What follows belongs to an exercise in optimizing a design on an open flow for small area; a production flow would make more cautious choices.
The RTL was checked by simulation tests, not by an equivalence proof against the original design.
Power is estimated from default activity; no workload was simulated.

--- flow/run.sh ---
#!/bin/bash
# synth_recipe.tcl (not shown) runs the flow's synth.tcl, then flattens the netlist and writes it again
# the make line also repeats each setting of config.mk as NAME=value (left out here)
make -C /OpenROAD-flow-scripts/flow DESIGN_CONFIG=/design/flow/config.mk WORK_HOME=/design/flow/orfs CLKGATE_MAP_FILE= SYNTH_SCRIPT=/design/flow/synth_recipe.tcl finish
--- flow/config.mk ---
export PLATFORM = sky130hd
export DESIGN_NAME = pong_vpg
export DESIGN_NICKNAME = pong_vpg
export VERILOG_FILES = /design/flow/design.v
export SDC_FILE = /design/flow/constraint.sdc
export NUM_CORES = 4
export LEC_CHECK = 0
export CAP_MARGIN = 20
export CORE_MARGIN = 2
export CORE_UTILIZATION = 40
export SLEW_MARGIN = 20
--- flow/constraint.sdc ---
create_clock -name core_clock -period 4.5 [get_ports {clk}]
set_input_delay 0.9000 -clock core_clock [delete_from_list [all_inputs] [get_ports {clk}]]
set_output_delay 0.9000 -clock core_clock [all_outputs]
set_load 0.01 [all_outputs]
--- flow/design.v ---
module vga_generator(                                    
  input						clk,                
  input						reset_n,                                                
  input			[11:0]	h_total,           
  input			[11:0]	h_sync,           
  input			[11:0]	h_start,             
  input			[11:0]	h_end,                                                    
  input			[11:0]	v_total,           
  input			[11:0]	v_sync,            
  input			[11:0]	v_start,           
  input			[11:0]	v_end, 
  input			[11:0]	v_active_14, 
  input			[11:0]	v_active_24, 
  input			[11:0]	v_active_34,
		input        [15:0] pongbar1_y_input,
		input        [15:0] pongbar2_y_input,
		input        [15:0] bal_x_input,
		input        [15:0] bal_y_input,
  output	reg				vga_hs,             
  output	reg				vga_vs,           
  output	reg				vga_de,
  output	reg	[7:0]		vga_r,
  output	reg	[7:0]		vga_g,
  output	reg	[7:0]		vga_b  
);
reg	[11:0]	h_count;
wire	[11:0]	teller;
reg	[11:0]	pixel_x;
reg	[8:0]		pixel_y;
reg	[11:0]	v_count;
reg				h_act; 
reg				h_act_d;
reg				v_act; 
reg				v_act_d; 
reg				pre_vga_de;
wire				h_max, hs_end, hr_start, hr_end;
wire				v_max, vs_end, vr_start, vr_end;
wire				v_act_14, v_act_24, v_act_34;
reg				boarder;
reg	[3:0]		color_mode;
localparam [7:0] PONG_RED = 8'hff;
assign h_max = h_count == h_total;
assign teller = h_count == h_total;
assign hs_end = h_count >= h_sync;
assign hr_start = h_count == h_start; 
assign hr_end = h_count == h_end;
assign v_max = v_count == v_total;
assign vs_end = v_count >= v_sync;
assign vr_start = v_count == v_start; 
assign vr_end = v_count == v_end;
assign v_act_14 = v_count == v_active_14; 
assign v_act_24 = v_count == v_active_24; 
assign v_act_34 = v_count == v_active_34;
always @ (posedge clk or negedge reset_n)
	if (!reset_n)
	begin
		h_act_d	<=	1'b0;
		h_count	<=	12'b0;
		pixel_x	<=	8'b0;
		vga_hs	<=	1'b1;
		h_act		<=	1'b0;
	end
	else
	begin
		h_act_d	<=	h_act;
		if (h_max)
			h_count	<=	12'b0;
		else
			h_count	<=	h_count + 12'b1;
		if (h_act_d)
			pixel_x	<=	pixel_x + 8'b1;
		else
			pixel_x	<=	8'b0;
		if (hs_end && !h_max)
			vga_hs	<=	1'b1;
		else
			vga_hs	<=	1'b0;
		if (hr_start)
			h_act		<=	1'b1;
		else if (hr_end)
			h_act		<=	1'b0;
	end
always@(posedge clk or negedge reset_n)
	if(!reset_n)
	begin
		v_act_d		<=	1'b0;
		v_count		<=	12'b0;
		vga_vs		<=	1'b1;
		v_act			<=	1'b0;
		color_mode	<=	4'b0;
	end
	else 
	begin		
		if (h_max)
		begin		  
			v_act_d	  <=	v_act;
			if (v_max)
				v_count	<=	12'b0;
			else
				v_count	<=	v_count + 12'b1;
			if (vs_end && !v_max)
				vga_vs	<=	1'b1;
			else
				vga_vs	<=	1'b0;
			if (v_act_d)
				pixel_y	<=	pixel_y + 8'b1;
			else
				pixel_y	<=	8'b0;
			if (vr_start)
				v_act <=	1'b1;
			else if (vr_end)
				v_act <=	1'b0;
			if (vr_start)
				color_mode[0] <=	1'b1;
			else if (v_act_14)
				color_mode[0] <=	1'b0;
			if (v_act_14)
				color_mode[1] <=	1'b1;
			else if (v_act_24)
				color_mode[1] <=	1'b0;
			if (v_act_24)
				color_mode[2] <=	1'b1;
			else if (v_act_34)
				color_mode[2] <=	1'b0;
			if (v_act_34)
				color_mode[3] <=	1'b1;
			else if (vr_end)
				color_mode[3] <=	1'b0;
		end
	end
always @(posedge clk or negedge reset_n)
begin
	if (!reset_n)
	begin
		vga_de		<=	1'b0;
		pre_vga_de	<=	1'b0;
		boarder		<=	1'b0;		
	end
	else
	begin
		vga_de		<=	pre_vga_de;
		pre_vga_de	<=	v_act && h_act;
		if (pixel_x >= 8'h0 && pixel_x < 8'hA && pixel_y >= pongbar1_y_input && pixel_y < (pongbar1_y_input+ 8'h28)) 
			{vga_r, vga_g, vga_b}	<=	{PONG_RED,8'h00,8'h00};
		else if (pixel_x >= 16'd630 && pixel_x < 16'd640 && pixel_y >= pongbar2_y_input && pixel_y < (pongbar2_y_input+ 8'h28))
			{vga_r, vga_g, vga_b}	<=	{PONG_RED,8'h00,8'h00};
		else if (pixel_x == bal_x_input && pixel_y == bal_y_input)
			{vga_r, vga_g, vga_b}	<=	{PONG_RED,8'h00,8'h00};
		else
		   {vga_r, vga_g, vga_b}	<=	{8'd0,8'd0,8'd125};
	end
end	
endmodule
module pong_vpg(
	input				clk,
	input				reset_n,
	input		[3:0]		mode,
	input		[15:0]		pongbar1_y_input,
	input		[15:0]		pongbar2_y_input,
	input		[15:0]		bal_x_input,
	input		[15:0]		bal_y_input,
	output				vpg_de,
	output				vpg_hs,
	output				vpg_vs,
	output		[7:0]		vpg_r,
	output		[7:0]		vpg_g,
	output		[7:0]		vpg_b
);
reg  [11:0] h_total, h_sync, h_start, h_end;
reg  [11:0] v_total, v_sync, v_start, v_end;
reg  [11:0] v_active_14, v_active_24, v_active_34;
vga_generator u_vga_generator (
	.clk(clk),
	.reset_n(reset_n),
	.h_total(h_total),
	.h_sync(h_sync),
	.h_start(h_start),
	.h_end(h_end),
	.v_total(v_total),
	.v_sync(v_sync),
	.v_start(v_start),
	.v_end(v_end),
	.v_active_14(v_active_14),
	.v_active_24(v_active_24),
	.v_active_34(v_active_34),
	.vga_hs(vpg_hs),
	.vga_vs(vpg_vs),
	.vga_de(vpg_de),
	.vga_r(vpg_r),
	.vga_g(vpg_g),
	.vga_b(vpg_b),
	.pongbar1_y_input(pongbar1_y_input[15:0]),
	.pongbar2_y_input(pongbar2_y_input[15:0]),
	.bal_x_input(bal_x_input[15:0]),
	.bal_y_input(bal_y_input[15:0]));
always @(*)
begin
	case (mode)
		0: begin  
			{h_total, h_sync, h_start, h_end} = {12'd799, 12'd95, 12'd141, 12'd781};
			{v_total, v_sync, v_start, v_end} = {12'd524, 12'd1, 12'd34, 12'd514};
			{v_active_14, v_active_24, v_active_34} = {12'd154, 12'd274, 12'd394};
		end
		1: begin  
			{h_total, h_sync, h_start, h_end} = {12'd857, 12'd61, 12'd119, 12'd839};
			{v_total, v_sync, v_start, v_end} = {12'd524, 12'd5, 12'd35, 12'd515};
			{v_active_14, v_active_24, v_active_34} = {12'd155, 12'd275, 12'd395};
		end
		2: begin  
			{h_total, h_sync, h_start, h_end} = {12'd1343, 12'd135, 12'd293, 12'd1317};
			{v_total, v_sync, v_start, v_end} = {12'd805, 12'd5, 12'd34, 12'd802};
			{v_active_14, v_active_24, v_active_34} = {12'd226, 12'd418, 12'd610};
		end
		3: begin  
			{h_total, h_sync, h_start, h_end} = {12'd1687, 12'd111, 12'd357, 12'd1637};
			{v_total, v_sync, v_start, v_end} = {12'd1065, 12'd2, 12'd40, 12'd1064};
			{v_active_14, v_active_24, v_active_34} = {12'd296, 12'd552, 12'd808};
		end
		4: begin  
			{h_total, h_sync, h_start, h_end} = {12'd2199, 12'd43, 12'd189, 12'd2109};
			{v_total, v_sync, v_start, v_end} = {12'd1124, 12'd4, 12'd40, 12'd1120};
			{v_active_14, v_active_24, v_active_34} = {12'd310, 12'd580, 12'd850};
		end
		default: begin  
			{h_total, h_sync, h_start, h_end} = {12'd2199, 12'd43, 12'd189, 12'd2109};
			{v_total, v_sync, v_start, v_end} = {12'd1124, 12'd4, 12'd40, 12'd1120};
			{v_active_14, v_active_24, v_active_34} = {12'd310, 12'd580, 12'd850};
		end
	endcase
end
endmodule
==> results of run 1 <==
==> cells by family (layout without fill, tap and decap cells) <==
logic type,Yosys count,in the layout
muxes,7,7
other,1,10
AOI/OAI and AO/OA,112,112
adders and majority gates,47,47
and+or+nand+nor,194,194
DFF,55,55
xor gates and xnor gates,61,61
buffers and inverters,72,127
==> cell type report <==
cell class / instances / share of cell area, %
multi-input cells: 431 / 52.8
clock buffers: 6 / 2.38
inverters: 31 / 1.99
repair buffers: 88 / 14.9
flip-flops and latches: 55 / 24.5
well taps: 147 / 3.15
clock inverters: 2 / 0.278
==> state kept, by name (all words and copies together) (netlist names), 9 cells and up <==
| name | count |
|---|---|
| u_vga_generator.v_count | 12 |
| u_vga_generator.pixel_y | 9 |
| u_vga_generator.pixel_x | 12 |
| u_vga_generator.h_count | 12 |
==> synth_stat cells, types with 2 or more instances <==
library cell  instances
a2111oi_0             3
a211oi_1              5
a21boi_0              7
a21o_1                5
a21oi_1              15
a22o_1                2
a22oi_1               2
a2bb2oi_1             6
a31oi_1               4
and2_1               15
and3_1               10
buf_1                 2
buf_2                 6
buf_4                25
clkbuf_1              8
dfrtp_1              42
dfstp_2               2
edfxtp_1             11
ha_1                 47
inv_1                30
mux2i_1               6
nand2_1              28
nand2b_1             12
nand3_1              20
nand4_1              13
nor2_1               28
nor2b_1              12
nor3_1               15
nor3b_1               3
nor4_1               12
nor4_2                2
o2111ai_1             4
o211ai_1              6
o21a_1                5
o21ai_0              29
o221ai_1              2
o22ai_1               2
o31ai_1               9
or2_2                 2
or3_1                 9
or4_1                 3
or4b_1                2
xnor2_1              39
xor2_1               22
==> critical path, delay by kind of cell <==
kind,cells,cell delay (ns)
and+or+nand+nor,4,1.41
AOI/OAI and AO/OA,1,0.19
buffers and inverters,2,1.12
xor gates and xnor gates,1,0.21
==> per-stage QoR <==
stage | setup slack [ns] | power (mW) | hold WS [ns] | util, % | cell area (sq um)
global placement | 0.645 | 0.701 | 0.334 | 47.8 | 5690
detailed placement | 0.526 | 0.705 | 0.340 | 47.8 | 5690
floorplan | 1.54 | 0.613 | 0.331 | - | 4890
finish | 0.839 | 1.09 | 0.357 | 49.1 | 5840
CTS | 0.843 | 1.11 | 0.360 | 49.1 | 5840
global route | 0.624 | 1.15 | 0.381 | 49.1 | 5840
==> worst max-delay path by stage <==
stage	from	endpoint	slack (ns)	depth (start not counted)
after CTS	mode[1]	u_vga_generator.v_act	0.84	8
after global placement	mode[1]	u_vga_generator.v_act	0.64	8
after floorplan	mode[3]	u_vga_generator.pixel_y[0]	1.54	7
after global routing	mode[1]	u_vga_generator.pixel_y[1]	0.62	7
after detailed placement	mode[1]	u_vga_generator.v_act	0.53	8
final	mode[1]	u_vga_generator.v_act	0.84	8
==> layer usage <==
layer	track usage [%]	part of all wire (%)
met5	0	0
met2	32.3	46
met4	4.47	0.87
met1	25.4	48
met3	2.54	5.2
==> cells in the final DEF, fill, tap and decap left out, types with 7 or more instances in the layout <==
cell             count
and2_1              15
nand3_1             20
nand4_1             13
ha_1                47
and3_1              10
xor2_1              22
inv_1               30
o21ai_0             29
nor2b_1             12
nor4_1              12
clkdlybuf4s50_1     85
nor2_1              28
dfrtp_1             42
conb_1              10
nand2_1             28
o31ai_1              9
xnor2_1             39
nand2b_1            12
or3_1                9
a21oi_1             15
a21boi_0             7
edfxtp_1            11
nor3_1              15
==> where the power goes <==
group	total, mW	switching, mW	internal (mW)	leakage (nW)
combinational	0.184	0.0843	0.100	1.64
clock	0.393	0.171	0.223	0.0731
sequential	0.510	0.00127	0.509	0.679
total	1.09	0.256	0.832	2.39
==> impl_metrics.csv, run 1 <==
group,metric,value,unit
worst_setup_path,rrSetupSlack,1.97,ns
yosys,synth_compound_area_share,15.5,%
sta,drv_slew,0,
worst_setup_path,path_class,"in2reg",
cts,cts_tree,"built",
hold_path,hold-path-endpoint,"u_vga_generator.vga_de",
yosys,ys.flop_type,"dfrtp_1",
place,gp_congestion,0.885,
finish,seq_area,1430,sq um
yosys,ys_top_cells_by_area,"dfrtp_1, ha_1, xnor2_1",
floorplanning,core_area,11900,sq um
worst_setup_path,rr_endpoint,"u_vga_generator.v_act",
yosys,synth_fa_ha_area_share,12.1,%
yosys,muxShareOfSynthArea,1.47,%
status,status,"complete, no violations",
drt,via_count,4170,
grt,antenna_found_initial,0,
cts,cts_resized,0,
yosys,async_flop_share,80.0,%
cts,path_clk_slew,0.07,ns
sta,max_freq,273,MHz
yosys,synth_top_family_by_area,"simple AND/OR/NAND/NOR gates",
cts,cts_buffer_depth,2,
worst_setup_path,path_max_fanout,21,
yosys,ys_types,61,
yosys,synth.avg_cell_area,8.85,sq um
sta,finalSetupViolCount,0,
yosys,synth_top_cell_area_share,21.6,%
finish,multi_input_area,3080,sq um
drt,ant_nets,0,
sta,hold_violations,0,
grt,grt_start_max_net_pins,29,
drt,initialDrtViolationCount,213,
flow_run,cap_violations,0,
floorplanning,dieWidth,114,microns
yosys,synth_edf_count,11,
place,hpwlAfterDp,9.49,mm
yosys,synth_area_leader_cell,"dfrtp_1",
sta,fin_crit_sh,81.4,%
finish,stdcell_count,760,
finish,fillers,1157,
worst_setup_path,rr_worst_depth,6,
worst_setup_path,timing.rr.start,"u_vga_generator.h_count[8]",
sta,setup-tns-final,0,ns
floorplanning,die_area,13000,sq um
sta,final.min_clock_period,3.66,ns
worst_setup_path,slowest_stage,"clkdlybuf4s50_1",
yosys,synth_area,4860,sq um
grt,grt_pass1_wl,20.1,mm
finish,nets,729,
yosys,synthCells,549,
sta,rsz0062_at_grt,"false",
floorplanning,num_io_pins,97,
worst_setup_path,crit_path_end_kind,"flop",
worst_setup_path,worst_ep_required_time,4.68,ns
yosys,synth_seq_area_share,29.5,%
drt,viasPerCell,5.49,
worst_setup_path,path_cells,"clkdlybuf4s50_1, nor4b_2, xnor2_1, nand2b_1, nor4_2, buf_4, or4b_1, a21o_1",
floorplanning,initial_core_util,40.8,%
cts,htree_levels,2,
floorplanning,fp-row-count,40,
finish,drive_above_1_share,3.59,%
power,peakVddDrop,172,uV
hold_path,hp-start,"u_vga_generator.pre_vga_de",
grt,grt_overflow_total,0,
cts,numCtsBuffers,5,
place,port-buffer-count,86,
cts,cts_hold_buf,0,
sta,tightest_slew,0.617,ns
yosys,synth.yosys.warnings,2,
finish,synthToLayoutAreaGrowth,20.4,%
grt,grt_use_total,18.9,%
grt,grt_pass1_vias,4064,
yosys,synth-xor-area-share,11.0,%
floorplanning,die_h,114,microns
drt,wirelength,12.2,mm
sta,skew,0.00542,ns
hold_path,holdPathStages,0,
yosys,synth_seq_cells,55,
sta,slew_headroom,58.8,%
cts,cts_root_buf,"clkbuf_16",
power,p_leak,2.39,nW
drt,dr.pass1.iters,4,
cts,cts_sinks,55,
place,placed_cells,752,
cts,post-cts-setup-buffers,0,
power,power_density,186,nW/um^2
worst_setup_path,cp.arrival,3.84,ns
drt,drc_errors,0,
cts,clkLatencyLatePin,0.28,ns
finish,antenna_cells,0,
worst_setup_path,slowest_delay,0.83,ns
drt,wl_per_cell,16.0,microns
yosys,synthSimpleGateAreaFrac,22.6,%
worst_setup_path,crit_path_start_kind,"input port",
hold_path,hold_class,"reg2reg",
==> run 2: changes to the inputs <==
==> flow/design.v (replaced) <==
module vga_generator(
	input				clk,
	input				reset_n,
	input		[3:0]		mode,
	input		[15:0]		pongbar1_y_input,
	input		[15:0]		pongbar2_y_input,
	input		[15:0]		bal_x_input,
	input		[15:0]		bal_y_input,
	output	reg			vga_hs,
	output	reg			vga_vs,
	output	reg			vga_de,
	output		[7:0]		vga_r,
	output		[7:0]		vga_g,
	output		[7:0]		vga_b
);
reg [11:0] U0, UW, WA, HSU;
reg [10:0] Y0, YW, YA, VSU;
always @(*)
begin
	case (mode)
		0: begin
			{U0, UW, WA, HSU} = {12'd3953, 12'd656, 12'd640, 12'd4048};
			{Y0, YW, YA, VSU} = {11'd2012, 11'd488, 11'd478, 11'd2013};
		end
		1: begin
			{U0, UW, WA, HSU} = {12'd3975, 12'd736, 12'd720, 12'd4036};
			{Y0, YW, YA, VSU} = {11'd2011, 11'd487, 11'd478, 11'd2016};
		end
		2: begin
			{U0, UW, WA, HSU} = {12'd3801, 12'd1048, 12'd1024, 12'd3936};
			{Y0, YW, YA, VSU} = {11'd2012, 11'd769, 11'd766, 11'd2017};
		end
		3: begin
			{U0, UW, WA, HSU} = {12'd3737, 12'd1328, 12'd1280, 12'd3848};
			{Y0, YW, YA, VSU} = {11'd2006, 11'd1023, 11'd1022, 11'd2008};
		end
		default: begin
			{U0, UW, WA, HSU} = {12'd3905, 12'd2008, 12'd1920, 12'd3948};
			{Y0, YW, YA, VSU} = {11'd2006, 11'd1082, 11'd1078, 11'd2010};
		end
	endcase
end
reg  [11:0] hx;
reg  [10:0] vy;
reg         lit;
wire h_neg = hx[11];
wire v_neg = vy[10] & vy[9];
wire h_wrap = !h_neg && ((hx[10:0] & UW[10:0]) == UW[10:0]);
wire v_wrap = !v_neg && ((vy & YW) == YW);
always @(posedge clk)
begin
	if (!reset_n || h_wrap)
		hx <= U0;
	else
		hx <= hx + 12'd1;
	if (!reset_n || (h_wrap && v_wrap))
		vy <= Y0;
	else if (h_wrap)
		vy <= vy + 11'd1;
end
wire hs_next = h_neg ? (hx >= HSU) : !h_wrap;
wire vs_next = v_neg ? (vy >= VSU) : !v_wrap;
wire de_next = !h_neg && (hx < WA) && ((vy == 11'h7ff) || (!v_neg && vy <= YA));
always @(posedge clk or negedge reset_n)
	if (!reset_n)
	begin
		vga_hs <= 1'b1;
		vga_vs <= 1'b1;
		vga_de <= 1'b0;
	end
	else
	begin
		vga_hs <= hs_next;
		if (h_wrap)
			vga_vs <= vs_next;
		vga_de <= de_next;
	end
wire [10:0] x = hx[10:0];
wire [8:0]  y = v_neg ? 9'd0 : vy[8:0];
wire        right = x[9];
wire [15:0] bar = right ? pongbar2_y_input : pongbar1_y_input;
wire        bar_col = right ? (x >= 11'd630 && x < 11'd640) : (x < 11'd10);
wire [9:0]  dy = {1'b0, y} - {1'b0, bar[8:0]};
wire        bar_hit = bar_col && bar[15:9] == 7'd0 && !dy[9] && dy[8:0] < 9'd40;
wire        ball_hit = {5'd0, x} == bal_x_input && {7'd0, y} == bal_y_input;
always @(posedge clk)
	lit <= bar_hit || ball_hit;
assign vga_r = {8{lit}};
assign vga_g = 8'h00;
assign vga_b = lit ? 8'h00 : 8'd125;
endmodule
module pong_vpg(
	input				clk,
	input				reset_n,
	input		[3:0]		mode,
	input		[15:0]		pongbar1_y_input,
	input		[15:0]		pongbar2_y_input,
	input		[15:0]		bal_x_input,
	input		[15:0]		bal_y_input,
	output				vpg_de,
	output				vpg_hs,
	output				vpg_vs,
	output		[7:0]		vpg_r,
	output		[7:0]		vpg_g,
	output		[7:0]		vpg_b
);
vga_generator u_vga_generator (
	.clk(clk),
	.reset_n(reset_n),
	.mode(mode),
	.pongbar1_y_input(pongbar1_y_input),
	.pongbar2_y_input(pongbar2_y_input),
	.bal_x_input(bal_x_input),
	.bal_y_input(bal_y_input),
	.vga_hs(vpg_hs),
	.vga_vs(vpg_vs),
	.vga_de(vpg_de),
	.vga_r(vpg_r),
	.vga_g(vpg_g),
	.vga_b(vpg_b));
endmodule
==> impl_metrics.csv, run 2 <==
group,metric,value,unit
status,status,"complete, no violations",
yosys,synth_top_cells_by_count,"ha_1, nand2_1, inv_1",
finish,drive_above_1_share,3.67,%
hold_path,hold_class,"reg2reg",
cts,cts_hold_buf,0,
yosys,ys.flop_type,"dfxtp_1",
grt,grt_overflow_total,0,
grt,antenna_found_initial,0,
worst_setup_path,rr_worst_depth,9,
worst_setup_path,rrSetupSlack,1.76,ns
floorplanning,dieWidth,93.6,microns
yosys,synth_seq_cells,27,
hold_path,hold-path-endpoint,"u_vga_generator.hx[0]",
floorplanning,fp-row-count,32,
place,placed_area,4010,sq um
sta,drv_slew,0,
yosys,ys_top_cells_by_area,"ha_1, edfxtp_1, dfxtp_1",
cts,cts_tree,"built",
finish,nets,575,
hold_path,holdPathStages,1,
power,power_density,171,nW/um^2
sta,hold_violations,0,
yosys,yosysMostFrequentCell,"ha_1",
finish,design_area,4060,sq um
drt,viasPerCell,5.25,
grt,grt_start_max_net_pins,20,
place,hpwlAfterDp,7.00,mm
drt,drc_errors,0,
floorplanning,die_area,8770,sq um
floorplanning,initial_core_util,41.4,%
worst_setup_path,path_max_fanout,19,
sta,finalSetupViolCount,0,
cts,path_clk_slew,0.10,ns
floorplanning,core_area,7770,sq um
finish,largestRegisters,"u_vga_generator.hx x12, u_vga_generator.vy x11",
yosys,synth_seq_area_share,20.8,%
cts,cts_resized,0,
power,peakVddDrop,118,uV
grt,grt_use_total,19.9,%
cts,clkLatencyLatePin,0.28,ns
sta,slew_headroom,64.0,%
worst_setup_path,crit_path_start_kind,"input port",
finish,mostFrequentLayoutCell,"clkdlybuf4s50_1",
yosys,synth.avg_cell_area,8.00,sq um
worst_setup_path,timing.rr.start,"u_vga_generator.vy[9]",
sta,final.min_clock_period,3.84,ns
yosys,ys_types,61,
drt,ant_nets,0,
finish,layout_common_cells,"clkdlybuf4s50_1, ha_1, nand2_1, inv_1, xnor2_1",
sta,rsz0062_at_grt,"false",
finish,antenna_cells,0,
cts,post-cts-setup-buffers,0,
floorplanning,die_h,93.6,microns
power,p_leak,1.73,nW
worst_setup_path,cp.arrival,3.79,ns
worst_setup_path,rr_endpoint,"u_vga_generator.lit",
worst_setup_path,worst_ep_required_time,4.44,ns
worst_setup_path,path_class,"in2reg",
yosys,synth_top_cell_area_share,16.0,%
drt,initialDrtViolationCount,154,
finish,fillers,747,
hold_path,hp-start,"u_vga_generator.hx[0]",
flow_run,cap_violations,0,
drt,wirelength,8.80,mm
sta,fin_ws,0.656,ns
place,port-buffer-count,86,
yosys,synth_edf_count,11,
yosys,synthCells,402,
sta,fin_crit_sh,85.4,%
finish,largest_register_ffs,12,
drt,via_count,2969,
drt,dr.pass1.iters,4,
sta,tightest_slew,0.537,ns
finish,seq_area,668,sq um
yosys,synth_area_leader_cell,"ha_1",
place,placed_cells,561,
cts,cts_root_buf,"clkbuf_8",
sta,skew,0.00343,ns
cts,cts_sinks,27,
sta,setup-tns-final,0,ns
finish,multi_input_area,2210,sq um
worst_setup_path,crit_path_end_kind,"flop",
yosys,async_flop_share,11.1,%
grt,grt_pass1_vias,2794,
grt,grt_pass1_wl,14.0,mm
sta,max_freq,260,MHz
place,gp_congestion,0.870,
yosys,synth_area,3210,sq um
floorplanning,num_io_pins,97,
finish,top_register,"u_vga_generator.hx",
cts,htree_levels,1,
cts,numCtsBuffers,3,
cts,cts_buffer_depth,2,
drt,wl_per_cell,15.6,microns
yosys,synth.yosys.warnings,1,
finish,stdcell_count,565,
place,pre_cts_ws,0.360,ns
finish,synthToLayoutAreaGrowth,26.2,%
-- run 2: layout make-up --
type / count / area share (%)
Multi-Input combinational cell: 312 / 54.5
Tap cell: 102 / 3.15
Inverter: 30 / 2.78
Timing Repair Buffer: 90 / 22.0
Clock buffer: 4 / 1.14
Sequential cell: 27 / 16.5
-- run 2: report_power, final --
| part | internal (mW) | total, mW | switching [mW] |
|---|---|---|---|
| combinational | 0.133 | 0.242 | 0.109 |
| sequential | 0.271 | 0.307 | 0.0353 |
| clock | 0.0657 | 0.147 | 0.0808 |
-- run 2: stage by stage --
step | hold slack (ns) | total power, mW | utilization (%)
2_1_floorplan | 0.435 | 0.450 | -
3_3_place_gp | 0.494 | 0.550 | 51.6
3_5_place_dp | 0.494 | 0.553 | 51.6
4_1_cts | 0.521 | 0.698 | 52.2
5_1_grt | 0.555 | 0.739 | 52.2
6_report | 0.515 | 0.695 | 52.2
-- run 2: per-layer routing --
| layer | track usage, % | routed length, microns | vias to the layer above |
|---|---|---|---|
| li1 | - | - | 1514 |
| met1 | 27.9 | 4150 | 1343 |
| met2 | 32.7 | 3980 | 100 |
| met3 | 2.98 | 557 | 12 |
| met4 | 3.99 | 106 | 0 |
| met5 | 0 | 0 | - |
-- run 2: worst max path at each step --
stage | end | slack (ns) | cells after the start | startpoint
after floorplan | u_vga_generator.vy[1] | 1.19 | 12 | mode[0]
after global placement | u_vga_generator.vy[4] | 0.40 | 9 | mode[3]
after detailed placement | u_vga_generator.vy[4] | 0.36 | 9 | mode[0]
after CTS | u_vga_generator.vy[4] | 0.65 | 9 | mode[0]
after global routing | u_vga_generator.hx[6] | 0.40 | 11 | mode[0]
final | u_vga_generator.vy[1] | 0.66 | 9 | mode[0]
-- run 2: kinds of logic after synthesis --
| logic type | after synthesis | synth area share (%) |
|---|---|---|
| AO/OA/AOI/OAI | 80 | 15.9 |
| XOR/XNOR | 35 | 9.54 |
| adder cells (fa/ha/maj) | 41 | 16.0 |
| buffers and inverters | 72 | 11.5 |
| flip-flops | 27 | 20.8 |
| multiplexers | 14 | 4.36 |
| other | 1 | 0.117 |
| AND/OR/NAND/NOR | 132 | 21.8 |
-- run 2: critical path, cell delays in order --
cell and delay, ns:
clkdlybuf4s50_1 0.55, nor3_1 0.53, nor2_1 0.15, ha_1 0.21
nor3_1 0.16, o211ai_1 0.11, or4_4 0.46, and2_1 0.33
inv_2 0.37

[afterwards: timing with drivers on the ports]
The flow's constraints put no driver on any port. The routed layouts listed below were extracted and timed again, unchanged, in two steps. Step 1 (the two cells are an assumption about what drives the block):
set clk [get_ports {clk}]
set_driving_cell -lib_cell sky130_fd_sc_hd__clkbuf_16 $clk
set_driving_cell -lib_cell sky130_fd_sc_hd__buf_2 [delete_from_list [all_inputs] $clk]
Step 2 times the ports against the registers' clock, not the clock port: input delays grow and output delays shrink by t, the midpoint of the rising clock arrivals with the driver on. a / b / c = no drivers / after step 1 / after step 2; a / b = the first two.
run	shift t [ns]	setup WS [ns]	hold slack, ns	worst setup path after step 2
run 1	0.318	0.839 / 0.853 / 0.535	0.357 / 0.357 / 0.357	input to register
run 2	0.301	0.656 / 0.661 / 0.360	0.515 / 0.515 / 0.515	input to register
After both steps setup and hold are still met in every run listed. The setup slack of run 1, which loses most, moves by +0.014 ns with the drivers and by -0.304 ns with both steps.
